This is an optimization exercise on Yosys and OpenROAD, whose aim is a short achievable clock period and few clock cycles, not a production implementation. In this exercise RTL edits were held to simulation tests only and were not proved equivalent to the original. Power figures rest on the tool's default switching activity, not on a simulated workload.

==> flow/design.v, too long to show whole: its modules and the start of the top module <==
// module addk: 29 lines
// module alu: 33 lines
// module divider: 97 lines
// module clz32: 34 lines
// module booth_enc: 14 lines
// module mul_pp: 3029 lines
// module mul_fin: 617 lines
// module opsel: 16 lines
// module ifpred: 45 lines
// module cpu: 500 lines
module cpu(
    input clk_in,
    input reset,
    input [31:0] imem,
    input [31:0] ram_out,
    output [31:0] dmem_in,
    output [2:0] select,
    output [31:0] alu_r,
    output [31:0] pc,
    output [31:0] addr,
    output cs,
    output dm_w,
    output dm_r
    );
  // ...
==> flow/flow/run.sh <==
#!/bin/bash
# Own layout flow: the standard ORFS flow (standard synthesis unchanged),
# with the resizer allowed to swap cells across footprints, 8x-drive port
# buffers, timing repair aimed at a 4.4 ns cycle (an 11.6 ns setup margin on
# the design's 16 ns clock), and wider slew and capacitance margins.
set -uo pipefail
bash standard.sh \
  MATCH_CELL_FOOTPRINT=0 \
  "BUFFER_PORTS_ARGS=-buffer_cell sky130_fd_sc_hd__buf_8" \
  SETUP_SLACK_MARGIN=11.6 \
  CAP_MARGIN=35 \
  SLEW_MARGIN=30 \
  finish > standard_flow.log 2>&1
status=$?
tail -20 standard_flow.log
exit $status
==> flow/standard.sh <==
#!/bin/bash
# synth_recipe.tcl (not shown) runs the flow's synth.tcl, then flattens the netlist and writes it again
# the make line also repeats each setting of config.mk as NAME=value (left out here)
make -C /OpenROAD-flow-scripts/flow DESIGN_CONFIG=/design/flow/config.mk WORK_HOME=/design/flow/orfs CLKGATE_MAP_FILE= SYNTH_SCRIPT=/design/flow/synth_recipe.tcl "${@:-finish}"
==> flow/config.mk <==
export PLATFORM = sky130hd
export DESIGN_NAME = cpu
export DESIGN_NICKNAME = cpu
export VERILOG_FILES = /design/flow/design.v
export SDC_FILE = /design/flow/constraint.sdc
export NUM_CORES = 8
export LEC_CHECK = 0
export CAP_MARGIN = 20
export CORE_MARGIN = 2
export CORE_UTILIZATION = 40
export PLACE_DENSITY = 0.6
export SETUP_SLACK_MARGIN = 3
export SLEW_MARGIN = 20
export SYNTH_HIERARCHICAL = 1
==> flow/constraint.sdc <==
create_clock -name core_clock -period 16.0 [get_ports {clk_in}]
set_input_delay 3.2000 -clock core_clock [delete_from_list [all_inputs] [get_ports {clk_in}]]
set_output_delay 3.2000 -clock core_clock [all_outputs]
set_load 0.01 [all_outputs]
==> impl_metrics.yaml, run 1 <==
pwr:
  swShare_pct: 39.24
  combPwrFrac_pct: 39.2
  pg_comb_uw: 13600
  powerDensity_mw_per_mm2: 143.8
clock_tree:
  clkTransAtPathRegs_ns: 0.06
  numCtsBuffers: 384
  ctsLongestPathBuffers: 4
  postCtsResizedCells: 1079
grt:
  antenna_found_initial: 126
  grt_max_degree: 126
  top_usage_layer: "met2"
route:
  dr.pass1.iters: 11
  highest_layer: "met5"
  route.vias.total: 181800
layout:
  antenna_cells: 79
  multi_input_gates: 12450
  final_cell_mix: "edfxtp_1 (2,770), a22oi_1 (1,558), nand2_1 (1,259)"
  drive_above_1_share_pct: 25.28
  multi_input_area_mm2: 0.1053
  layout.sequential_cells: 3330
die:
  core.rowCount: 262
  chipWidth_um: 719.2
  start_util_pct: 40.16
hold_path:
  hold_start: "i_pc[3]"
  hp-class: "reg -> reg"
worst_setup_path:
  crit_slowest_cell: "dfstp_4"
  path_cells: "buf_8"
  crit_family: "flip-flops"
  cp.required_ns: 12.80
  path_buf_inv: 1
  cp-start-kind: "flip-flop"
timing:
  tightest_slew_ns: 1.199
  slew_viol_final: 0
  hold_viol: 0
  setup-tns-final_ns: 0
  rsz0062_at_grt: "yes"
  setup_violations: 0
placement:
  dpl.hpwl_um: 758300
  pre_cts_slack_ns: 9.512
yosys:
  ys_warn_count: 10
status:
  status: "timing/DRC/antenna clean"
Testbench counts, summed over its fixed seeds: cycles 134,369.
==> module opsel, before the edit <==
module opsel(
    input [31:0] sum,       
    input [31:0] oth,       
    input [31:0] prod,      
    input [31:0] ro,        
    input [31:0] imm,       
    input s_sum,
    input s_oth,
    input s_mu,
    input s_o,
    input s_imm,
    output [31:0] v
    );
    assign v = ({32{s_sum}} & sum) | ({32{s_oth}} & oth) | ({32{s_mu}} & prod) |
               ({32{s_o}} & ro) | ({32{s_imm}} & imm);
endmodule
==> module ifpred, before the edit <==
module ifpred #(parameter LO = 0, parameter HI = 31) (
    input [31:0] imem,
    input [29:0] pcw4,        
    input [3:0]  pchi,        
    input [1:0]  pclo,        
    input [31:0] r31,
    input        sel_p,       
    input [31:0] alt,         
    output [HI:LO] npc,
    output pt,                
    output jrp                
    );
    wire [5:0]  f_op   = imem[31:26];
    wire [5:0]  f_fn   = imem[5:0];
    wire        f_r    = (f_op == 6'b000000);
    wire        f_j    = (f_op[5:1] == 5'b00001);
    wire        f_beq  = (f_op == 6'b000100);
    wire        f_bne  = (f_op == 6'b000101);
    wire        f_bgez = (f_op == 6'b000001);
    wire        f_b    = (f_beq & imem[15]) | f_bne | f_bgez;
    wire        f_jr   = f_r & (f_fn == 6'b001000);
    wire        f_tpt  = f_r & (f_fn[5:1] == 5'b00110);    
    wire [7:0]  k_g0 = pcw4[7:0] & imem[7:0];
    wire [7:0]  k_p0 = pcw4[7:0] ^ imem[7:0];
    wire [7:0]  k_g1 = k_g0 | ({k_p0[7:1], 1'b0} & {k_g0[6:0], 1'b0});
    wire [7:0]  k_p1 = k_p0 & {k_p0[6:0], 1'b0};
    wire [7:0]  k_g2 = k_g1 | ({k_p1[7:2], 2'b0} & {k_g1[5:0], 2'b0});
    wire [7:0]  k_p2 = k_p1 & {k_p1[5:0], 2'b0};
    wire [7:0]  k_g3 = k_g2 | ({k_p2[7:4], 4'b0} & {k_g2[3:0], 4'b0});
    wire [7:0]  f_lo  = k_p0 ^ {k_g3[6:0], 1'b0};
    wire [31:0] f_jt  = {pchi, imem[25:0], 2'b00};
    wire [31:0] f_pc4 = {pcw4, pclo};
    wire [31:0] f_bt  = {pcw4[29:8], f_lo, pclo};
    wire [31:0] f_tv  = 32'h00400004;
    wire        f_none = ~(f_j | f_b | f_jr | f_tpt);
    wire [31:0] pred = ({32{f_j}}    & f_jt) |
                       ({32{f_b}}    & f_bt) |
                       ({32{f_jr}}   & r31) |
                       ({32{f_tpt}}  & f_tv) |
                       ({32{f_none}} & f_pc4);
    wire [31:0] n = ({32{sel_p}} & pred) | ({32{~sel_p}} & alt);
    assign npc = n[HI:LO];
    assign pt  = f_b;
    assign jrp = f_jr;
endmodule
==> module cpu, before the edit <==
module cpu(
    input clk_in,
    input reset,
    input [31:0] imem,
    input [31:0] ram_out,
    output [31:0] dmem_in,
    output [2:0] select,
    output [31:0] alu_r,
    output [31:0] pc,
    output [31:0] addr,
    output cs,
    output dm_w,
    output dm_r
    );
    genvar gi;
    reg  [31:0] PC;
    reg         i_valid;
    reg  [31:0] IR;
    reg  [31:0] i_pc;
    reg  [31:0] i_pc4;
    reg         i_pt;           
    reg  [31:0] i_pnpc;         
    reg  [31:0] i_rsoh, i_rtoh;   
    reg         e_valid;
    reg  [31:0] e_a, e_b, e_s;        
    reg  [31:0] e_pc, e_pc4;
    reg  [29:0] e_bt;
    reg  [31:0] e_pnpc;
    reg         e_pt;
    reg  [4:0]  e_dst;          
    reg  [4:0]  e_ldst;         
    reg  [4:0]  e_rd;           
    reg  e_arith, e_sub, e_logic, e_slt, e_sltu;
    reg  [3:0]  e_lop;          
    reg  e_sll, e_srl, e_sra, e_link, e_mfhi, e_mflo, e_mfc0, e_clz;
    reg  e_beq, e_bne, e_bgez, e_jr, e_teq, e_sys, e_brk, e_eret, e_mtc0;
    reg  e_load, e_store, e_mul, e_multu, e_div, e_divu, e_mthi, e_mtlo;
    reg  [2:0]  e_ldt;
    reg         m_cs, m_r, m_w;
    reg  [31:0] m_addr;
    reg  [31:0] m_din;
    reg  [2:0]  m_sel;
    reg  [4:0]  m_rd;
    reg         m_mul, m_multu;
    reg  [241:0] m_rows;        
    reg         q_en;           
    reg  [4:0]  q_addr;
    reg  [31:0] q_data;
    reg         p_ld;           
    reg         p_multu;
    reg  [31:0] p_hs, p_hc;     
    reg         p_hci;          
    reg  [4:0]  p_rd;
    reg  [31:0] ld_res;
    reg  [31:0] HI, LO;
    reg         hneg, lneg;
    reg         hv, lv;
    assign pc      = PC;
    assign addr    = m_addr;
    assign alu_r   = m_addr;
    assign dmem_in = m_din;
    assign select  = m_sel;
    assign cs      = m_cs;
    assign dm_r    = m_r;
    assign dm_w    = m_w;
    wire        wa_en;  wire [4:0] wa_addr; wire [31:0] wa_data;    
    wire        wb_en;  wire [4:0] wb_addr; wire [31:0] wb_data;    
    wire [31:0] rf [0:31];
    assign rf[0] = 32'h0;
    generate
        for (gi = 1; gi < 32; gi = gi + 1) begin : gpr
            reg [31:0] r;
            reg        v;
            wire       wea = q_en && q_addr == gi;
            wire       web = wb_en && wb_addr == gi;
            always @(posedge clk_in or posedge reset)
                if (reset) v <= 1'b0;
                else if (wea | web) v <= 1'b1;
            always @(posedge clk_in)
                if (wea) r <= q_data;
                else if (web) r <= wb_data;
            assign rf[gi] = v ? r : 32'h0;
        end
    endgenerate
    wire        c_mtc0_en, c_exc_en, c_eret_en;
    wire [4:0]  c_cause;
    wire [31:0] c_wdata;
    wire [31:0] cp0 [0:31];
    generate
        for (gi = 0; gi < 32; gi = gi + 1) begin : cp0r
            reg [31:0] r;
            reg        v;
            wire       we_m = c_mtc0_en && e_rd == gi;
            wire       we_x = c_exc_en && (gi == 12 || gi == 13 || gi == 14);
            wire       we_e = c_eret_en && gi == 12;
            always @(posedge clk_in or posedge reset)
                if (reset) v <= 1'b0;
                else if (we_m | we_x | we_e) v <= 1'b1;
            always @(posedge clk_in)
                if (we_m) r <= c_wdata;
                else if (c_exc_en && gi == 14) r <= e_pc;
                else if (c_exc_en && gi == 12) r <= {cp0[12][26:0], 5'b0};
                else if (c_exc_en && gi == 13) r <= {24'b0, c_cause, 2'b0};
                else if (we_e) r <= {5'b0, cp0[12][31:5]};
            assign cp0[gi] = v ? r : 32'h0;
        end
    endgenerate
    wire [31:0] EPC = cp0[14];
    wire [29:0] f_pcw4 = PC[31:2] + 30'd1;
    wire [31:0] f_pc4  = {f_pcw4, PC[1:0]};
    wire        f_pt, f_jrp;
    wire        pc_sel_p;
    wire [31:0] pc_alt;
    wire [31:0] pc_d;
    ifpred #(0, 7) ifp0(.imem(imem), .pcw4(f_pcw4), .pchi(PC[31:28]), .pclo(PC[1:0]), .r31(rf[31]),
               .sel_p(pc_sel_p), .alt(pc_alt), .npc(pc_d[7:0]), .pt(f_pt), .jrp(f_jrp));
    ifpred #(8, 15) ifp1(.imem(imem), .pcw4(f_pcw4), .pchi(PC[31:28]), .pclo(PC[1:0]), .r31(rf[31]),
               .sel_p(pc_sel_p), .alt(pc_alt), .npc(pc_d[15:8]), .pt(), .jrp());
    ifpred #(16, 23) ifp2(.imem(imem), .pcw4(f_pcw4), .pchi(PC[31:28]), .pclo(PC[1:0]), .r31(rf[31]),
               .sel_p(pc_sel_p), .alt(pc_alt), .npc(pc_d[23:16]), .pt(), .jrp());
    ifpred #(24, 31) ifp3(.imem(imem), .pcw4(f_pcw4), .pchi(PC[31:28]), .pclo(PC[1:0]), .r31(rf[31]),
               .sel_p(pc_sel_p), .alt(pc_alt), .npc(pc_d[31:24]), .pt(), .jrp());
    wire [5:0] op = IR[31:26];
    wire [5:0] fn = IR[5:0];
    wire [4:0] rs = IR[25:21];
    wire [4:0] rt = IR[20:16];
    wire [4:0] rd = IR[15:11];
    wire       rty = (op == 6'b000000);
    wire d_add   = rty & (fn == 6'b100000);
    wire d_addu  = rty & (fn == 6'b100001);
    wire d_sub   = rty & (fn == 6'b100010);
    wire d_subu  = rty & (fn == 6'b100011);
    wire d_and   = rty & (fn == 6'b100100);
    wire d_or    = rty & (fn == 6'b100101);
    wire d_xor   = rty & (fn == 6'b100110);
    wire d_nor   = rty & (fn == 6'b100111);
    wire d_slt   = rty & (fn == 6'b101010);
    wire d_sltu  = rty & (fn == 6'b101011);
    wire d_sll   = rty & (fn == 6'b000000);
    wire d_srl   = rty & (fn == 6'b000010);
    wire d_sra   = rty & (fn == 6'b000011);
    wire d_sllv  = rty & (fn == 6'b000100);
    wire d_srlv  = rty & (fn == 6'b000110);
    wire d_srav  = rty & (fn == 6'b000111);
    wire d_jr    = rty & (fn == 6'b001000);
    wire d_jalr  = rty & (fn == 6'b001001);
    wire d_syscall = rty & (fn == 6'b001100);
    wire d_break = rty & (fn == 6'b001101);
    wire d_mfhi  = rty & (fn == 6'b010000);
    wire d_mthi  = rty & (fn == 6'b010001);
    wire d_mflo  = rty & (fn == 6'b010010);
    wire d_mtlo  = rty & (fn == 6'b010011);
    wire d_multu = rty & (fn == 6'b011001);
    wire d_div   = rty & (fn == 6'b011010);
    wire d_divu  = rty & (fn == 6'b011011);
    wire d_teq   = rty & (fn == 6'b110100);
    wire d_addi  = (op == 6'b001000);
    wire d_addiu = (op == 6'b001001);
    wire d_slti  = (op == 6'b001010);
    wire d_sltiu = (op == 6'b001011);
    wire d_andi  = (op == 6'b001100);
    wire d_ori   = (op == 6'b001101);
    wire d_xori  = (op == 6'b001110);
    wire d_lui   = (op == 6'b001111);
    wire d_lb    = (op == 6'b100000);
    wire d_lh    = (op == 6'b100001);
    wire d_lw    = (op == 6'b100011);
    wire d_lbu   = (op == 6'b100100);
    wire d_lhu   = (op == 6'b100101);
    wire d_sb    = (op == 6'b101000);
    wire d_sh    = (op == 6'b101001);
    wire d_sw    = (op == 6'b101011);
    wire d_beq   = (op == 6'b000100);
    wire d_bne   = (op == 6'b000101);
    wire d_bgez  = (op == 6'b000001);
    wire d_jal   = (op == 6'b000011);
    wire d_mul   = (op == 6'b011100) & (fn == 6'b000010);
    wire d_clz   = (op == 6'b011100) & (fn == 6'b100000);
    wire d_eret  = (op == 6'b010000) & (fn == 6'b011000);
    wire d_mfc0  = (op == 6'b010000) & (rs == 5'b00000);
    wire d_mtc0  = (op == 6'b010000) & (rs == 5'b00100);
    wire d_load  = d_lb | d_lh | d_lw | d_lbu | d_lhu;
    wire d_store = d_sb | d_sh | d_sw;
    wire d_hilo  = d_mfhi | d_mflo | d_mthi | d_mtlo | d_multu | d_div | d_divu;
    wire d_shimm = d_sll | d_srl | d_sra;
    wire d_wrt   = d_addi | d_addiu | d_slti | d_sltiu | d_andi | d_ori | d_xori | d_lui | d_mfc0 | d_load;
    wire d_wrd   = d_add | d_addu | d_sub | d_subu | d_and | d_or | d_xor | d_nor | d_slt | d_sltu |
                   d_sll | d_srl | d_sra | d_sllv | d_srlv | d_srav | d_jalr | d_mfhi | d_mflo | d_clz;
    wire [4:0] d_dst  = d_jal ? 5'd31 : d_wrt ? rt : d_wrd ? rd : 5'd0;
    wire [4:0] d_ldst = d_mul ? rd : 5'd0;
    wire d_urs = ~(d_shimm | d_jal | (op == 6'b000010) | d_lui | d_mfhi | d_mflo | d_syscall | d_break |
                   d_eret | d_mfc0 | d_mtc0);
    wire d_urt = d_add | d_addu | d_sub | d_subu | d_and | d_or | d_xor | d_nor | d_slt | d_sltu |
                 d_shimm | d_sllv | d_srlv | d_srav | d_multu | d_div | d_divu | d_teq |
                 d_store | d_beq | d_bne | d_mul | d_mtc0;
    wire        d_imm_s = d_addi | d_addiu | d_slti | d_sltiu | d_load;
    wire        d_imm_z = d_andi | d_ori | d_xori | d_store;
    wire [31:0] d_imm   = d_lui   ? {IR[15:0], 16'h0} :
                          d_imm_s ? {{16{IR[15]}}, IR[15:0]} :
                                    {16'h0, IR[15:0]};
    wire        d_bimm  = d_imm_s | d_imm_z | d_lui;
    wire [29:0] d_bt;
    addk #(30, 5) abt(.a(i_pc4[31:2]), .b({{14{IR[15]}}, IR[15:0]}), .cin(1'b0), .s(d_bt), .cout());
    wire div_busy, dv_done;
    wire ex_haz_ld  = e_valid & e_mul & (e_ldst != 5'd0) &
                      (((e_ldst == rs) & d_urs) | ((e_ldst == rt) & d_urt));
    wire        m_byp = m_mul;
    wire [31:0] m_res;
    wire haz_hl     = d_hilo & ((e_valid & (e_multu | e_div | e_divu)) | m_multu | (div_busy & ~dv_done));
    wire haz_ag;
    wire stall      = i_valid & (ex_haz_ld | haz_hl | haz_ag);
    wire [31:0] epc_id = (e_valid & e_mtc0 & (e_rd == 5'd14)) ? S :
                         (e_valid & trap) ? e_pc : EPC;
    wire [31:0] m_prod;
    wire        sa_rs = wa_en & (wa_addr == rs);
    wire        sm_rs = ~sa_rs & m_byp & (m_rd == rs);
    wire        so_rs = ~sa_rs & ~sm_rs;
    reg  [31:0] rfr_rs, rfr_rt;
    integer ri;
    always @(*) begin
        rfr_rs = 32'h0;
        rfr_rt = 32'h0;
        for (ri = 1; ri < 32; ri = ri + 1) begin
            rfr_rs = rfr_rs | ({32{i_rsoh[ri]}} & rf[ri]);
            rfr_rt = rfr_rt | ({32{i_rtoh[ri]}} & rf[ri]);
        end
    end
    wire        qa_rs = q_en & (q_addr == rs);
    wire        wb_rs = ~qa_rs & wb_en & (wb_addr == rs);
    wire [31:0] ro_rs = qa_rs ? q_data : wb_rs ? wb_data : rfr_rs;
    wire [31:0] rs_val;
    opsel osa(.sum(sum), .oth(res_o), .prod(m_prod), .ro(ro_rs), .imm(32'h0),
              .s_sum(sa_rs & e_arith), .s_oth(sa_rs & ~e_arith), .s_mu(sm_rs), .s_o(so_rs),
              .s_imm(1'b0), .v(rs_val));
    wire [31:0] a_val;
    opsel oaa(.sum(sum), .oth(res_o), .prod(m_prod), .ro(ro_rs), .imm({27'b0, IR[10:6]}),
              .s_sum(~d_shimm & sa_rs & e_arith), .s_oth(~d_shimm & sa_rs & ~e_arith),
              .s_mu(~d_shimm & sm_rs), .s_o(~d_shimm & so_rs), .s_imm(d_shimm), .v(a_val));
    wire        sa_rt = wa_en & (wa_addr == rt);
    wire        sm_rt = ~sa_rt & m_byp & (m_rd == rt);
    wire        so_rt = ~sa_rt & ~sm_rt;
    wire        qa_rt = q_en & (q_addr == rt);
    wire [31:0] ro_rt = qa_rt ? q_data : (wb_en & (wb_addr == rt)) ? wb_data : rfr_rt;
    wire [31:0] rt_val;
    opsel ost(.sum(sum), .oth(res_o), .prod(m_prod), .ro(ro_rt), .imm(32'h0),
              .s_sum(sa_rt & e_arith), .s_oth(sa_rt & ~e_arith), .s_mu(sm_rt), .s_o(so_rt),
              .s_imm(1'b0), .v(rt_val));
    wire [31:0] b_val;
    opsel obb(.sum(sum), .oth(res_o), .prod(m_prod), .ro(ro_rt), .imm(d_imm),
              .s_sum(~d_bimm & sa_rt & e_arith), .s_oth(~d_bimm & sa_rt & ~e_arith),
              .s_mu(~d_bimm & sm_rt), .s_o(~d_bimm & so_rt), .s_imm(d_bimm), .v(b_val));
    assign haz_ag = (d_load | d_store) & ~so_rs;
    wire [31:0] d_maddr;
    addk #(32, 5) aag(.a(ro_rs), .b(d_imm), .cin(1'b0), .s(d_maddr), .cout());
    wire [31:0] fres;
    wire        e_fast;
    wire [31:0] zr, sr;         
    assign zr[0] = 1'b1;
    assign sr[0] = 1'b0;
    generate
        for (gi = 1; gi < 32; gi = gi + 1) begin : zfl
            assign zr[gi] = ~|rf[gi];
            assign sr[gi] = rf[gi][31];
        end
    endgenerate
    wire        z_ro   = qa_rs ? ~|q_data : wb_rs ? ~|wb_data : |(i_rsoh & zr);
    wire        s_ro   = qa_rs ? q_data[31] : wb_rs ? wb_data[31] : |(i_rsoh & sr);
    wire [31:0] x_b    = B ^ {32{e_sub}};
    wire        x_az   = ((A ^ x_b) ^ {(A[30:0] | x_b[30:0]), e_sub}) == 32'h0;
    wire        z_ex   = e_arith ? x_az : e_logic ? ~|lg : ~|e_pc4;
    wire        z_rs   = sa_rs ? z_ex : z_ro;
    wire        s_rs   = sa_rs ? (e_logic ? lg[31] : e_pc4[31]) : s_ro;
    wire        rs_ok  = ~sm_rs & (~sa_rs | e_fast);
    wire        rs_sok = ~sm_rs & (~sa_rs | e_logic | e_link);
    wire        d_br   = d_beq | d_bne | d_bgez;
    wire        d_same = (rs == rt);
    wire        br_ok  = (d_bgez & rs_sok) | ((d_beq | d_bne) & (d_same | ((rt == 5'd0) & rs_ok)));
    wire        eq_id  = d_same | z_rs;
    wire        tk_id  = (d_beq & eq_id) | (d_bne & ~eq_id) | (d_bgez & ~s_rs);
    wire        d_bpt  = (d_beq & (d_same | IR[15])) | (d_bne & ~d_same) | d_bgez;
    wire [8:0]  d_lo9  = {1'b0, i_pc4[9:2]} + {1'b0, IR[7:0]};
    wire        if_ok  = ((IR[15:8] == 8'h00) | (IR[15:8] == 8'hFF)) & (d_lo9[8] == IR[15]);
    wire        d_jx   = d_jr | d_jalr;
    wire [31:0] f_rs   = sa_rs ? (e_logic ? lg : e_pc4) : ro_rs;
    wire        jx_ok  = d_jalr & rs_sok;
    wire        jx_mis = jx_ok;
    wire        br_tk  = br_ok ? tk_id : d_bpt;
    wire        br_mis = d_br & ((br_tk != i_pt) | (br_tk & ~if_ok));
    wire        tq_tk  = d_teq & d_same;
    wire id_redirect = i_valid & ~stall & (d_eret | br_mis | jx_mis | tq_tk);
    wire [31:0] id_target = d_eret ? epc_id :
                            d_jalr ? f_rs :
                            d_teq  ? 32'h00400004 :
                            br_tk  ? {d_bt, i_pc[1:0]} : i_pc4;
    wire [31:0] A = e_a;
    wire [31:0] B = e_b;
    wire [31:0] S = e_s;
    wire [31:0] alu_res, sum, lg;      
    alu al(.a(A), .b(B), .sub(e_sub), .logic_op(e_logic), .lop(e_lop),
           .sll(e_sll), .srl(e_srl), .sra(e_sra), .slt(e_slt), .sltu(e_sltu),
           .res(alu_res), .sum(sum), .lg(lg));
    wire [5:0] clz_n;
    clz32 cz(.v(A), .n(clz_n));
    wire [31:0] hi_val = hv ? (hneg ? -HI : HI) : 32'h0;
    wire [31:0] lo_val = lv ? (lneg ? -LO : LO) : 32'h0;
    assign e_fast = e_arith | e_logic | e_link;
    assign fres   = ({32{e_arith}} & sum) | ({32{e_logic}} & lg) | ({32{e_link}} & e_pc4);
    wire [31:0] other = ({32{e_link}} & e_pc4) |
                        ({32{e_mfhi}} & hi_val) |
                        ({32{e_mflo}} & lo_val) |
                        ({32{e_mfc0}} & cp0[e_rd]) |
                        ({32{e_clz}}  & {26'b0, clz_n});
    wire [31:0] ld_data = e_ldt[2] ? ram_out :
                          e_ldt[1] ? {{16{e_ldt[0] & ram_out[31]}}, ram_out[31:16]} :
                                     {{24{e_ldt[0] & ram_out[31]}}, ram_out[31:24]};
    wire [31:0] res_o = alu_res | ({32{e_load}} & ld_data) | other;
    wire [31:0] res = e_arith ? sum : res_o;
    assign wa_en   = e_valid & (e_dst != 5'd0);
    assign wa_addr = e_dst;
    assign wa_data = res;
    always @(posedge clk_in or posedge reset) begin
        if (reset) q_en <= 1'b0;
        else       q_en <= wa_en;
    end
    always @(posedge clk_in) begin
        q_addr <= wa_addr;
        q_data <= res;
    end
    wire eq    = (A == S);
    wire taken = (e_beq & eq) | (e_bne & ~eq) | (e_bgez & ~A[31]);
    wire trap  = e_sys | e_brk | (e_teq & eq);
    wire mis   = ((e_beq | e_bne | e_bgez) & (taken != e_pt)) |
                 (e_teq & (eq != e_pt)) |
                 (e_jr & (A != e_pnpc));
    wire redirect = e_valid & mis;
    wire [31:0] rtarget = e_jr   ? A :
                          e_teq  ? (eq ? 32'h00400004 : e_pc4) :
                          (taken ? {e_bt, e_pc[1:0]} : e_pc4);
    assign c_mtc0_en = e_valid & e_mtc0;
    assign c_exc_en  = e_valid & trap;
    assign c_eret_en = e_valid & e_eret;
    assign c_cause   = e_brk ? 5'b01001 : e_sys ? 5'b01000 : 5'b01101;
    assign c_wdata   = S;
    wire [241:0] t_rows;
    mul_pp mpp(.a(A), .b(S), .rows(t_rows));
    wire id_go = i_valid & ~stall & ~redirect;
    assign pc_sel_p = ~redirect & ~id_redirect & ~stall;
    assign pc_alt   = redirect ? rtarget : id_redirect ? id_target : PC;
    always @(posedge clk_in or posedge reset) begin
        if (reset) begin
            PC      <= 32'h00400000;
            i_valid <= 1'b0;
            e_valid <= 1'b0;
        end else begin
            e_valid <= id_go;
            PC      <= pc_d;
            if (redirect | id_redirect)
                i_valid <= 1'b0;
            else if (!stall)
                i_valid <= 1'b1;
        end
    end
    always @(posedge clk_in) begin
        i_rsoh <= 32'd1 << (stall ? IR[25:21] : imem[25:21]);
        i_rtoh <= 32'd1 << (stall ? IR[20:16] : imem[20:16]);
    end
    always @(posedge clk_in) begin
        if (!stall) begin
            IR     <= imem;
            i_pc   <= PC;
            i_pc4  <= f_pc4;
            i_pt   <= f_pt;
            i_pnpc <= f_jrp ? rf[31] : f_pc4;
        end
    end
    always @(posedge clk_in) begin
        e_a    <= a_val;
        e_b    <= b_val;
        e_s    <= rt_val;
        e_pc   <= i_pc;
        e_pc4  <= i_pc4;
        e_bt   <= d_bt;
        e_pnpc <= jx_ok ? f_rs : i_pnpc;
        e_pt   <= d_br ? br_tk : tq_tk;
        e_dst  <= d_dst;
        e_ldst <= d_ldst;
        e_rd   <= rd;
        e_arith <= d_add | d_addu | d_addi | d_addiu | d_sub | d_subu;
        e_sub  <= d_sub | d_subu | d_slt | d_slti | d_sltu | d_sltiu;
        e_logic <= d_and | d_andi | d_or | d_ori | d_xor | d_xori | d_nor | d_lui;
        e_lop  <= (d_and | d_andi) ? 4'b1000 :
                  (d_or  | d_ori)  ? 4'b1110 :
                  (d_xor | d_xori) ? 4'b0110 :
                  d_nor            ? 4'b0001 : 4'b1010;
        e_slt  <= d_slt | d_slti;
        e_sltu <= d_sltu | d_sltiu;
        e_sll  <= d_sll | d_sllv;
        e_srl  <= d_srl | d_srlv;
        e_sra  <= d_sra | d_srav;
        e_link <= d_jal | d_jalr;
        e_mfhi <= d_mfhi;
        e_mflo <= d_mflo;
        e_mfc0 <= d_mfc0;
        e_clz  <= d_clz;
        e_beq  <= d_beq;
        e_bne  <= d_bne;
        e_bgez <= d_bgez;
        e_jr   <= d_jr | d_jalr;
        e_teq  <= d_teq;
        e_sys  <= d_syscall;
        e_brk  <= d_break;
        e_eret <= d_eret;
        e_mtc0 <= d_mtc0;
        e_load <= d_load;
        e_store <= d_store;
        e_mul  <= d_mul;
        e_multu <= d_multu;
        e_div  <= d_div;
        e_divu <= d_divu;
        e_mthi <= d_mthi;
        e_mtlo <= d_mtlo;
        e_ldt  <= {d_lw, d_lh | d_lhu, d_lb | d_lh};
    end
    always @(posedge clk_in or posedge reset) begin
        if (reset) begin
            m_cs <= 1'b0; m_r <= 1'b0; m_w <= 1'b0;
            m_mul <= 1'b0; m_multu <= 1'b0;
        end else begin
            m_cs    <= id_go & (d_load | d_store);
            m_r     <= id_go & d_load;
            m_w     <= id_go & d_store;
            m_mul   <= e_valid & e_mul & (e_ldst != 5'd0);
            m_multu <= e_valid & e_multu;
        end
    end
    always @(posedge clk_in) begin
        m_addr <= d_maddr;
        m_din  <= rt_val;
        m_sel  <= d_sb ? 3'b001 : d_sh ? 3'b010 : 3'b100;
        m_rd   <= e_ldst;
        if (e_mul | e_multu) m_rows <= t_rows;
    end
    wire [63:0] m_fs, m_fc;
    mul_fin mfin(.rows(m_rows), .s(m_fs), .c(m_fc));
    wire [32:0] m_lo33;
    addk #(32, 5) amlo(.a(m_fs[31:0]), .b(m_fc[31:0]), .cin(1'b0), .s(m_lo33[31:0]), .cout(m_lo33[32]));
    assign m_prod = m_lo33[31:0];
    wire [31:0] p_hi;
    addk #(32, 5) aphi(.a(p_hs), .b(p_hc), .cin(p_hci), .s(p_hi), .cout());
    assign m_res = m_prod;
    wire m_kill = wa_en & (wa_addr == m_rd);
    always @(posedge clk_in or posedge reset) begin
        if (reset) begin
            p_ld <= 1'b0;
        end else begin
            p_ld <= m_byp & ~m_kill;
        end
    end
    always @(posedge clk_in) begin
        p_rd   <= m_rd;
        ld_res <= m_res;
        if (m_multu) begin
            p_hs  <= m_fs[63:32];
            p_hc  <= m_fc[63:32];
            p_hci <= m_lo33[32];
        end
    end
    always @(posedge clk_in or posedge reset) begin
        if (reset) p_multu <= 1'b0;
        else       p_multu <= m_multu;
    end
    assign wb_en   = p_ld;
    assign wb_addr = p_rd;
    assign wb_data = ld_res;
    wire [31:0] dv_q, dv_r;
    wire        dv_qn, dv_rn;
    divider dv(
        .clk(clk_in), .rst(reset),
        .start(e_valid & (e_div | e_divu)), .sgn(e_div),
        .a(A), .b(S),
        .busy(div_busy), .done(dv_done), .q(dv_q), .r(dv_r), .qn(dv_qn), .rn(dv_rn));
    wire hi_we = (e_valid & e_mthi) | p_multu | dv_done;
    wire lo_we = (e_valid & e_mtlo) | m_multu | dv_done;
    always @(posedge clk_in or posedge reset) begin
        if (reset) begin
            hv <= 1'b0; lv <= 1'b0;
        end else begin
            if (hi_we) hv <= 1'b1;
            if (lo_we) lv <= 1'b1;
        end
    end
    always @(posedge clk_in) begin
        if (e_valid & e_mthi) begin HI <= A; hneg <= 1'b0; end
        else if (p_multu) begin HI <= p_hi; hneg <= 1'b0; end
        else if (dv_done) begin HI <= dv_r; hneg <= dv_rn; end
        if (e_valid & e_mtlo) begin LO <= A; lneg <= 1'b0; end
        else if (m_multu) begin LO <= m_prod; lneg <= 1'b0; end
        else if (dv_done) begin LO <= dv_q; lneg <= dv_qn; end
    end
endmodule
==> inputs of run 2 (changes only) <==
--- a/flow/design.v
+++ b/flow/design.v
@@ -3854,4 +3854,5 @@
 module opsel(
     input [31:0] sum,       
+    input [31:0] ld,        
     input [31:0] oth,       
     input [31:0] prod,      
@@ -3859,4 +3860,5 @@
     input [31:0] imm,       
     input s_sum,
+    input s_ld,
     input s_oth,
     input s_mu,
@@ -3865,6 +3867,6 @@
     output [31:0] v
     );
-    assign v = ({32{s_sum}} & sum) | ({32{s_oth}} & oth) | ({32{s_mu}} & prod) |
-               ({32{s_o}} & ro) | ({32{s_imm}} & imm);
+    assign v = ({32{s_sum}} & sum) | ({32{s_ld}} & ld) | ({32{s_oth}} & oth) |
+               ({32{s_mu}} & prod) | ({32{s_o}} & ro) | ({32{s_imm}} & imm);
 endmodule
 module ifpred #(parameter LO = 0, parameter HI = 31) (
@@ -3876,4 +3878,6 @@
     input        sel_p,       
     input [31:0] alt,         
+    input        idr,         
+    input [31:0] idt,         
     output [HI:LO] npc,
     output pt,                
@@ -3908,9 +3912,55 @@
                        ({32{f_tpt}}  & f_tv) |
                        ({32{f_none}} & f_pc4);
-    wire [31:0] n = ({32{sel_p}} & pred) | ({32{~sel_p}} & alt);
+    wire [31:0] n0 = ({32{sel_p}} & pred) | ({32{~sel_p}} & alt);
+    wire [31:0] n  = idr ? idt : n0;
     assign npc = n[HI:LO];
     assign pt  = f_b;
     assign jrp = f_jr;
 endmodule
+module outregs(
+    input clk,
+    input rst,
+    input [31:0] pc_d,
+    input [31:0] addr_d,
+    input [31:0] din_d,
+    input [2:0]  sel_d,
+    input        cs_d,
+    input        r_d,
+    input        w_d,
+    output [31:0] pc,
+    output [31:0] addr,
+    output [31:0] alu_r,
+    output [31:0] dmem_in,
+    output [2:0]  select,
+    output        cs,
+    output        dm_r,
+    output        dm_w
+    );
+    oreg_r #(32, 32'h00400000) rpc(.clk(clk), .rst(rst), .d(pc_d), .q(pc));
+    oreg_r #(1, 1'b0) rcs(.clk(clk), .rst(rst), .d(cs_d), .q(cs));
+    oreg_r #(1, 1'b0) rdr(.clk(clk), .rst(rst), .d(r_d), .q(dm_r));
+    oreg_r #(1, 1'b0) rdw(.clk(clk), .rst(rst), .d(w_d), .q(dm_w));
+    oreg #(32) rad(.clk(clk), .d(addr_d), .q(addr));
+    oreg #(32) ral(.clk(clk), .d(addr_d), .q(alu_r));
+    oreg #(32) rdi(.clk(clk), .d(din_d), .q(dmem_in));
+    oreg #(3)  rse(.clk(clk), .d(sel_d), .q(select));
+endmodule
+module oreg_r #(parameter W = 1, parameter [W-1:0] RV = 0) (
+    input clk,
+    input rst,
+    input [W-1:0] d,
+    output reg [W-1:0] q
+    );
+    always @(posedge clk or posedge rst)
+        if (rst) q <= RV;
+        else     q <= d;
+endmodule
+module oreg #(parameter W = 1) (
+    input clk,
+    input [W-1:0] d,
+    output reg [W-1:0] q
+    );
+    always @(posedge clk) q <= d;
+endmodule
 module cpu(
     input clk_in,
@@ -3934,5 +3984,5 @@
     reg  [31:0] i_pc4;
     reg         i_pt;           
-    reg  [31:0] i_pnpc;         
+    reg  [31:0] i_r31;          
     reg  [31:0] i_rsoh, i_rtoh;   
     reg         e_valid;
@@ -3951,8 +4001,4 @@
     reg  e_load, e_store, e_mul, e_multu, e_div, e_divu, e_mthi, e_mtlo;
     reg  [2:0]  e_ldt;
-    reg         m_cs, m_r, m_w;
-    reg  [31:0] m_addr;
-    reg  [31:0] m_din;
-    reg  [2:0]  m_sel;
     reg  [4:0]  m_rd;
     reg         m_mul, m_multu;
@@ -3970,12 +4016,11 @@
     reg         hneg, lneg;
     reg         hv, lv;
-    assign pc      = PC;
-    assign addr    = m_addr;
-    assign alu_r   = m_addr;
-    assign dmem_in = m_din;
-    assign select  = m_sel;
-    assign cs      = m_cs;
-    assign dm_r    = m_r;
-    assign dm_w    = m_w;
+    wire [31:0] d_maddr;
+    outregs outr(.clk(clk_in), .rst(reset),
+                 .pc_d(pc_d), .addr_d(d_maddr), .din_d(rt_val),
+                 .sel_d(d_sb ? 3'b001 : d_sh ? 3'b010 : 3'b100),
+                 .cs_d(id_go & (d_load | d_store)), .r_d(id_go & d_load), .w_d(id_go & d_store),
+                 .pc(pc), .addr(addr), .alu_r(alu_r), .dmem_in(dmem_in), .select(select),
+                 .cs(cs), .dm_r(dm_r), .dm_w(dm_w));
     wire        wa_en;  wire [4:0] wa_addr; wire [31:0] wa_data;    
     wire        wb_en;  wire [4:0] wb_addr; wire [31:0] wb_data;    
@@ -4026,13 +4071,15 @@
     wire        pc_sel_p;
     wire [31:0] pc_alt;
+    wire        pc_idr;         
+    wire [31:0] id_target;
     wire [31:0] pc_d;
     ifpred #(0, 7) ifp0(.imem(imem), .pcw4(f_pcw4), .pchi(PC[31:28]), .pclo(PC[1:0]), .r31(rf[31]),
-               .sel_p(pc_sel_p), .alt(pc_alt), .npc(pc_d[7:0]), .pt(f_pt), .jrp(f_jrp));
+               .sel_p(pc_sel_p), .alt(pc_alt), .idr(pc_idr), .idt(id_target), .npc(pc_d[7:0]), .pt(f_pt), .jrp(f_jrp));
     ifpred #(8, 15) ifp1(.imem(imem), .pcw4(f_pcw4), .pchi(PC[31:28]), .pclo(PC[1:0]), .r31(rf[31]),
-               .sel_p(pc_sel_p), .alt(pc_alt), .npc(pc_d[15:8]), .pt(), .jrp());
+               .sel_p(pc_sel_p), .alt(pc_alt), .idr(pc_idr), .idt(id_target), .npc(pc_d[15:8]), .pt(), .jrp());
     ifpred #(16, 23) ifp2(.imem(imem), .pcw4(f_pcw4), .pchi(PC[31:28]), .pclo(PC[1:0]), .r31(rf[31]),
-               .sel_p(pc_sel_p), .alt(pc_alt), .npc(pc_d[23:16]), .pt(), .jrp());
+               .sel_p(pc_sel_p), .alt(pc_alt), .idr(pc_idr), .idt(id_target), .npc(pc_d[23:16]), .pt(), .jrp());
     ifpred #(24, 31) ifp3(.imem(imem), .pcw4(f_pcw4), .pchi(PC[31:28]), .pclo(PC[1:0]), .r31(rf[31]),
-               .sel_p(pc_sel_p), .alt(pc_alt), .npc(pc_d[31:24]), .pt(), .jrp());
+               .sel_p(pc_sel_p), .alt(pc_alt), .idr(pc_idr), .idt(id_target), .npc(pc_d[31:24]), .pt(), .jrp());
     wire [5:0] op = IR[31:26];
     wire [5:0] fn = IR[5:0];
@@ -4144,10 +4191,12 @@
     wire [31:0] ro_rs = qa_rs ? q_data : wb_rs ? wb_data : rfr_rs;
     wire [31:0] rs_val;
-    opsel osa(.sum(sum), .oth(res_o), .prod(m_prod), .ro(ro_rs), .imm(32'h0),
-              .s_sum(sa_rs & e_arith), .s_oth(sa_rs & ~e_arith), .s_mu(sm_rs), .s_o(so_rs),
+    opsel osa(.sum(sum), .ld(ld_data), .oth(res_o), .prod(m_prod), .ro(ro_rs), .imm(32'h0),
+              .s_sum(sa_rs & e_arith), .s_ld(sa_rs & e_load), .s_oth(sa_rs & ~e_arith & ~e_load),
+              .s_mu(sm_rs), .s_o(so_rs),
               .s_imm(1'b0), .v(rs_val));
     wire [31:0] a_val;
-    opsel oaa(.sum(sum), .oth(res_o), .prod(m_prod), .ro(ro_rs), .imm({27'b0, IR[10:6]}),
-              .s_sum(~d_shimm & sa_rs & e_arith), .s_oth(~d_shimm & sa_rs & ~e_arith),
+    opsel oaa(.sum(sum), .ld(ld_data), .oth(res_o), .prod(m_prod), .ro(ro_rs), .imm({27'b0, IR[10:6]}),
+              .s_sum(~d_shimm & sa_rs & e_arith), .s_ld(~d_shimm & sa_rs & e_load),
+              .s_oth(~d_shimm & sa_rs & ~e_arith & ~e_load),
               .s_mu(~d_shimm & sm_rs), .s_o(~d_shimm & so_rs), .s_imm(d_shimm), .v(a_val));
     wire        sa_rt = wa_en & (wa_addr == rt);
@@ -4157,13 +4206,14 @@
     wire [31:0] ro_rt = qa_rt ? q_data : (wb_en & (wb_addr == rt)) ? wb_data : rfr_rt;
     wire [31:0] rt_val;
-    opsel ost(.sum(sum), .oth(res_o), .prod(m_prod), .ro(ro_rt), .imm(32'h0),
-              .s_sum(sa_rt & e_arith), .s_oth(sa_rt & ~e_arith), .s_mu(sm_rt), .s_o(so_rt),
+    opsel ost(.sum(sum), .ld(ld_data), .oth(res_o), .prod(m_prod), .ro(ro_rt), .imm(32'h0),
+              .s_sum(sa_rt & e_arith), .s_ld(sa_rt & e_load), .s_oth(sa_rt & ~e_arith & ~e_load),
+              .s_mu(sm_rt), .s_o(so_rt),
               .s_imm(1'b0), .v(rt_val));
     wire [31:0] b_val;
-    opsel obb(.sum(sum), .oth(res_o), .prod(m_prod), .ro(ro_rt), .imm(d_imm),
-              .s_sum(~d_bimm & sa_rt & e_arith), .s_oth(~d_bimm & sa_rt & ~e_arith),
+    opsel obb(.sum(sum), .ld(ld_data), .oth(res_o), .prod(m_prod), .ro(ro_rt), .imm(d_imm),
+              .s_sum(~d_bimm & sa_rt & e_arith), .s_ld(~d_bimm & sa_rt & e_load),
+              .s_oth(~d_bimm & sa_rt & ~e_arith & ~e_load),
               .s_mu(~d_bimm & sm_rt), .s_o(~d_bimm & so_rt), .s_imm(d_bimm), .v(b_val));
     assign haz_ag = (d_load | d_store) & ~so_rs;
-    wire [31:0] d_maddr;
     addk #(32, 5) aag(.a(ro_rs), .b(d_imm), .cin(1'b0), .s(d_maddr), .cout());
     wire [31:0] fres;
@@ -4203,5 +4253,5 @@
     wire        tq_tk  = d_teq & d_same;
     wire id_redirect = i_valid & ~stall & (d_eret | br_mis | jx_mis | tq_tk);
-    wire [31:0] id_target = d_eret ? epc_id :
+    assign id_target = d_eret ? epc_id :
                             d_jalr ? f_rs :
                             d_teq  ? 32'h00400004 :
@@ -4228,6 +4278,6 @@
                           e_ldt[1] ? {{16{e_ldt[0] & ram_out[31]}}, ram_out[31:16]} :
                                      {{24{e_ldt[0] & ram_out[31]}}, ram_out[31:24]};
-    wire [31:0] res_o = alu_res | ({32{e_load}} & ld_data) | other;
-    wire [31:0] res = e_arith ? sum : res_o;
+    wire [31:0] res_o = alu_res | other;       
+    wire [31:0] res = ({32{e_arith}} & sum) | ({32{e_load}} & ld_data) | res_o;
     assign wa_en   = e_valid & (e_dst != 5'd0);
     assign wa_addr = e_dst;
@@ -4259,6 +4309,7 @@
     mul_pp mpp(.a(A), .b(S), .rows(t_rows));
     wire id_go = i_valid & ~stall & ~redirect;
-    assign pc_sel_p = ~redirect & ~id_redirect & ~stall;
-    assign pc_alt   = redirect ? rtarget : id_redirect ? id_target : PC;
+    assign pc_sel_p = ~redirect & ~stall;
+    assign pc_alt   = redirect ? rtarget : PC;
+    assign pc_idr   = ~redirect & id_redirect;
     always @(posedge clk_in or posedge reset) begin
         if (reset) begin
@@ -4285,5 +4336,5 @@
             i_pc4  <= f_pc4;
             i_pt   <= f_pt;
-            i_pnpc <= f_jrp ? rf[31] : f_pc4;
+            i_r31  <= rf[31];
         end
     end
@@ -4295,5 +4346,5 @@
         e_pc4  <= i_pc4;
         e_bt   <= d_bt;
-        e_pnpc <= jx_ok ? f_rs : i_pnpc;
+        e_pnpc <= jx_ok ? f_rs : d_jr ? i_r31 : i_pc4;
         e_pt   <= d_br ? br_tk : tq_tk;
         e_dst  <= d_dst;
@@ -4338,10 +4389,6 @@
     always @(posedge clk_in or posedge reset) begin
         if (reset) begin
-            m_cs <= 1'b0; m_r <= 1'b0; m_w <= 1'b0;
             m_mul <= 1'b0; m_multu <= 1'b0;
         end else begin
-            m_cs    <= id_go & (d_load | d_store);
-            m_r     <= id_go & d_load;
-            m_w     <= id_go & d_store;
             m_mul   <= e_valid & e_mul & (e_ldst != 5'd0);
             m_multu <= e_valid & e_multu;
@@ -4349,7 +4396,4 @@
     end
     always @(posedge clk_in) begin
-        m_addr <= d_maddr;
-        m_din  <= rt_val;
-        m_sel  <= d_sb ? 3'b001 : d_sh ? 3'b010 : 3'b100;
         m_rd   <= e_ldst;
         if (e_mul | e_multu) m_rows <= t_rows;
--- a/flow/config.mk
+++ b/flow/config.mk
@@ -8,6 +8,6 @@
 export CAP_MARGIN = 20
 export CORE_MARGIN = 2
-export CORE_UTILIZATION = 40
-export PLACE_DENSITY = 0.6
+export CORE_UTILIZATION = 60
+export PLACE_DENSITY = 0.75
 export SETUP_SLACK_MARGIN = 3
 export SLEW_MARGIN = 20
==> run 2 against run 1 <==
Compared with the run above: the flow now stops in global routing (5_1_grt); synthesized cell count rose by 0.94%; area after synthesis rose by 1.1%.
==> impl_metrics.yaml, run 2 <==
yosys:
  ys_warn_count: 14
  synth_cells: 18400
  syn-cell-area_mm2: 0.2068
  syn_area_per_cell_um2: 11.24
status:
  status: "did not finish"
  haltStage: "global routing (5_1_grt)"
  error_message: "[ERROR GRT-0116] Global routing finished with congestion. Check the congestion regions in the DRC Viewer."
die:
  start_util_pct: 60.28
  fp.dieH_um: 591.0
  chipWidth_um: 591.0
  core.rowCount: 215
  ios: 200
clock_tree:
  cts_root_buf: "clkbuf_16"
  clock-sinks: 3426
  numCtsBuffers: 364
  ctsLongestPathBuffers: 4
  hold_buffers: 0
  htree_num_levels: 5
placement:
  dpl.hpwl_um: 834600
  gp_congestion: 1.204
  io_buffers: 199
grt:
  grt_max_degree: 93
-- run 2: power groups by stage --
| stage | registers, uW | logic [uW] | clock network, uW |
|---|---|---|---|
| 3_3_place_gp | 12300 | 11000 | 0 |
| 4_1_cts | 12100 | 12400 | 9110 |
| 2_1_floorplan | 11600 | 8250 | 0 |
| 3_5_place_dp | 12300 | 11500 | 0 |
-- run 2: timing repair --
action	4_1_cts
setup buffers	168
endpoints found under the setup margin	766
resized for setup	838
pin swaps	112
cloned	18
-- run 2: worst min path at each step --
| stage | start | to | slack [ns] | depth (start not counted) |
|---|---|---|---|---|
| after CTS | i_pc[27] | e_pc[27] | 0.34 | 0 |
| after detailed placement | i_pc[29] | e_pc[29] | 0.33 | 0 |
| after global placement | i_pc[21] | e_pc[21] | 0.33 | 0 |
| after floorplan | i_pc[10] | e_pc[10] | 0.32 | 0 |
-- run 2: per-stage QoR --
step | instances | hold slack (ns) | worst slack [ns] | instance area [um2] | util, %
2_1_floorplan | 18460 | 0.3233 | 11.36 | 207100 | -
3_5_place_dp | 22150 | 0.3269 | 9.877 | 215600 | 62.85
3_3_place_gp | 22070 | 0.3251 | 10.05 | 214000 | 62.39
4_1_cts | 23020 | 0.3378 | 11.02 | 233000 | 67.95
Testbench counts of run 2, summed over its fixed seeds: cycles 134,369.
==> inputs of run 3 (changes only) <==
--- a/flow/design.v
+++ b/flow/design.v
@@ -3891,7 +3891,9 @@
     wire        f_bne  = (f_op == 6'b000101);
     wire        f_bgez = (f_op == 6'b000001);
-    wire        f_b    = (f_beq & imem[15]) | f_bne | f_bgez;
+    wire        f_same = (imem[25:21] == imem[20:16]);
+    wire        f_short = (imem[15:8] == 8'h00) | (imem[15:8] == 8'hFF);
     wire        f_jr   = f_r & (f_fn == 6'b001000);
-    wire        f_tpt  = f_r & (f_fn[5:1] == 5'b00110);    
+    wire        f_teq  = f_r & (f_fn == 6'b110100);
+    wire        f_tpt  = (f_r & (f_fn[5:1] == 5'b00110)) | (f_teq & f_same);    
     wire [7:0]  k_g0 = pcw4[7:0] & imem[7:0];
     wire [7:0]  k_p0 = pcw4[7:0] ^ imem[7:0];
@@ -3902,4 +3904,6 @@
     wire [7:0]  k_g3 = k_g2 | ({k_p2[7:4], 4'b0} & {k_g2[3:0], 4'b0});
     wire [7:0]  f_lo  = k_p0 ^ {k_g3[6:0], 1'b0};
+    wire        f_b   = f_short & (k_g3[7] == imem[15]) &
+                        ((f_beq & (f_same | imem[15])) | (f_bne & ~f_same) | f_bgez);
     wire [31:0] f_jt  = {pchi, imem[25:0], 2'b00};
     wire [31:0] f_pc4 = {pcw4, pclo};
@@ -3915,5 +3919,5 @@
     wire [31:0] n  = idr ? idt : n0;
     assign npc = n[HI:LO];
-    assign pt  = f_b;
+    assign pt  = f_b | (f_teq & f_same);
     assign jrp = f_jr;
 endmodule
@@ -4243,6 +4247,4 @@
     wire        tk_id  = (d_beq & eq_id) | (d_bne & ~eq_id) | (d_bgez & ~s_rs);
     wire        d_bpt  = (d_beq & (d_same | IR[15])) | (d_bne & ~d_same) | d_bgez;
-    wire [8:0]  d_lo9  = {1'b0, i_pc4[9:2]} + {1'b0, IR[7:0]};
-    wire        if_ok  = ((IR[15:8] == 8'h00) | (IR[15:8] == 8'hFF)) & (d_lo9[8] == IR[15]);
     wire        d_jx   = d_jr | d_jalr;
     wire [31:0] f_rs   = sa_rs ? (e_logic ? lg : e_pc4) : ro_rs;
@@ -4250,6 +4252,6 @@
     wire        jx_mis = jx_ok;
     wire        br_tk  = br_ok ? tk_id : d_bpt;
-    wire        br_mis = d_br & ((br_tk != i_pt) | (br_tk & ~if_ok));
-    wire        tq_tk  = d_teq & d_same;
+    wire        br_mis = d_br & (br_tk != i_pt);
+    wire        tq_tk  = d_teq & d_same & ~i_pt;
     wire id_redirect = i_valid & ~stall & (d_eret | br_mis | jx_mis | tq_tk);
     assign id_target = d_eret ? epc_id :
@@ -4347,5 +4349,5 @@
         e_bt   <= d_bt;
         e_pnpc <= jx_ok ? f_rs : d_jr ? i_r31 : i_pc4;
-        e_pt   <= d_br ? br_tk : tq_tk;
+        e_pt   <= d_br ? br_tk : (d_teq & d_same);
         e_dst  <= d_dst;
         e_ldst <= d_ldst;
--- a/flow/config.mk
+++ b/flow/config.mk
@@ -8,6 +8,6 @@
 export CAP_MARGIN = 20
 export CORE_MARGIN = 2
-export CORE_UTILIZATION = 60
-export PLACE_DENSITY = 0.75
+export CORE_UTILIZATION = 40
+export PLACE_DENSITY = 0.6
 export SETUP_SLACK_MARGIN = 3
 export SLEW_MARGIN = 20
==> run 3 against run 2 <==
Compared with the run above: the layout now fails its checks (capacitance limit, slew limit); area after synthesis is 0.78% higher; synthesized cell count increased by 1.2%.
==> impl_metrics.yaml, run 3 <==
layout:
  final_cell_mix: "edfxtp_1 (2,770), a22oi_1 (1,716), nand2_1 (1,280)"
  final_common_cell: "edfxtp_1"
  drive_above_1_share_pct: 24.30
  top_regs: "cp0r.r x1024, gpr.r x992, m_rows x242"
  largest_register: "cp0r.r"
  area_growth_pct: 16.74
  nNetsFinal: 19490
  largest_reg_flops: 1024
  instances_no_fill: 25930
  fill_cells: 47450
status:
  status: "complete, but fails checks"
  so_faults: "capacitance limit, slew limit"
yosys:
  ys_warn_count: 14
  syn_area_per_cell_um2: 11.19
  syn-cell-area_mm2: 0.2084
  synth_cells: 18620
timing:
  rsz0062_at_grt: "yes"
  setup_violations: 0
  max_slew_margin_pct: -3.080
  setup-tns-final_ns: 0
  hold_viol: 0
  clock-skew-final_ns: 0.1610
  hold_slack_ns: 0.3335
  tightest_slew_ns: 1.530
  fmax_mhz: 186.8
  period_needed_ns: 5.354
  finalCritPeriodShare_pct: 33.47
  slew_viol_final: 2
placement:
  dp_cells: 24730
  dpl.hpwl_um: 814500
  io_buffers: 199
  gp_congestion: 1.113
clock_tree:
  cts_tree: "built"
  cts_root_buf: "clkbuf_16"
  clock-sinks: 3426
  ctsLongestPathBuffers: 4
  numCtsBuffers: 391
  htree_num_levels: 5
  insertion_delay_ns: 1.15
  hold_buffers: 0
  clkTransAtPathRegs_ns: 0.06
pwr:
  p_total_uw: 34940
  power_leakage_uw: 0.08576
  vdd_ir_drop_max_uv: 155.8
  powerDensity_mw_per_mm2: 143.6
route:
  drtIter0Drc: 36050
  route.vias.total: 187100
  wirelength_um: 1211000
  drc: 0
  drt.antenna.violating_nets: 0
  dr.pass1.iters: 17
  wl_per_cell_um: 46.70
  drt-vias-per-instance: 7.218
worst_setup_path:
  cp-start-kind: "flip-flop"
  worst-path-max-fanout: 5
  crit_path_end_kind: "flip-flop"
  cp.arrival_ns: 6.23
  cp.required_ns: 16.87
  critical_path_class: "reg -> reg"
hold_path:
  hp-class: "reg -> reg"
die:
  start_util_pct: 40.08
  fp.dieH_um: 725.8
  ios: 200
  chipWidth_um: 725.8
  core_area_mm2: 0.5199
  core.rowCount: 265
  dieArea_mm2: 0.5267
grt:
  grt_max_degree: 77
  grt_pass1_wl_um: 1587000
  gr-total-overflow: 0
  grt_usage_pct: 44.04
  antenna_found_initial: 172
  grt_pass1_vias: 171000
job:
  drv_cap: 1
[run 3: routing by layer]
| metal | wire [um] | GRT usage [%] |
|---|---|---|
| met5 | 2473 | 2.023 |
| met4 | 112900 | 30.91 |
| met3 | 190300 | 21.73 |
| met2 | 475200 | 59.95 |
| met1 | 429900 | 53.80 |
[run 3: path summary, 6_finish.rpt]
check,startpoint,to,slack (ns),cells past startpoint
max,e_b[9],e_a[0],10.65,18
min,i_pc[20],e_pc[20],0.33,0
max reg2reg,e_b[9],e_a[0],10.65,18
min reg2reg,i_pc[20],e_pc[20],0.33,0
max in group asynchronous,reset,m_multu,12.46,4
min in group asynchronous,reset,outr.rdw.q,1.91,2
[run 3: per-stage QoR]
step | area (um2) | setup slack, ns | util (%)
3_5_place_dp | 220200 | 9.350 | 42.36
4_1_cts | 239600 | 10.96 | 46.09
2_1_floorplan | 208800 | 11.04 | -
3_3_place_gp | 218800 | 8.803 | 42.09
5_1_grt | 243000 | 10.75 | 46.74
6_report | 243300 | 10.65 | 46.79
[run 3: layout make-up]
| class | instances | area (um2) | share of cell area (%) |
|---|---|---|---|
| Clock buffer | 483 | 10360 | 4.258 |
| Clock inverter | 243 | 2674 | 1.099 |
| Timing Repair inverter | 2 | 16.27 | 0.006687 |
| Multi-Input combinational cell | 12660 | 106500 | 43.78 |
| Antenna cell | 132 | 330.3 | 0.1358 |
| Tap cell | 6942 | 8686 | 3.571 |
| Sequential cell | 3426 | 97540 | 40.10 |
| Inverter | 668 | 2539 | 1.044 |
| Timing Repair Buffer | 1376 | 14610 | 6.005 |
[run 3: where the power goes]
| part | switching [uW] | leakage, uW | total [uW] | internal, uW |
|---|---|---|---|---|
| registers | 1060 | 0.0317 | 12000 | 11000 |
| clock network | 4170 | 0.00627 | 9420 | 5250 |
| logic | 8640 | 0.0478 | 13500 | 4870 |
[run 3: repair_timing]
item | in CTS | in global routing
gates resized for setup | 1052 | 417
setup buffers | 193 | 105
pin swaps | 119 | 157
endpoints found under the setup margin | 764 | 484
gates cloned | 25 | 9
[run 3: worst max-delay path, stage by stage, from the launching register on]
cell	delay [ns]
dfxtp_1	0.64
xor2_1	0.15
ha_2	0.38
nand2_1	0.05
o21ai_0	0.27
nand3_1	0.30
a21oi_4	0.32
or3_4	0.19
a221oi_2	0.08
buf_4	0.18
maj3_2	0.29
a222oi_1	0.83
nand2_1	0.14
a31oi_1	0.17
nand3_1	0.16
a221oi_2	0.29
o311ai_4	0.27
a22oi_1	0.28
nand3_1	0.17
Testbench counts of run 3, summed over its fixed seeds: cycles 133,371.

port drivers added, routing unchanged:
The flow's constraints put no driver on any port. The routed layouts listed below were extracted and timed again, unchanged, in two steps.
Step 1 (the two cells are an assumption about what drives the block):
set clk [get_ports {clk_in}]
set_driving_cell -lib_cell sky130_fd_sc_hd__clkbuf_16 $clk
set_driving_cell -lib_cell sky130_fd_sc_hd__buf_2 [delete_from_list [all_inputs] $clk]
Step 2 adds t to the input delays and takes it off the output delays; t is the mean of the earliest and latest rising clock arrival at the registers after step 1. Input paths then give back, and output paths get back, about the clock's delay inside the block.
Slacks: no drivers / after step 1 / after step 2; pairs: no drivers / after step 1.
run	t (ns)	setup WS [ns]	hold slack, ns	clock arrival spread, ns	cell pins on the clock port's net
run 1	1.178	10.915 / 10.780 / 10.427	0.245 / 0.245 / 0.245	0.165 / 0.164	1
run 3	1.219	10.646 / 10.646 / 10.513	0.333 / 0.333 / 0.333	0.168 / 0.168	1
For run 1, which loses most, drivers alone change the setup slack by -0.135 ns; drivers and shift together by -0.488 ns.
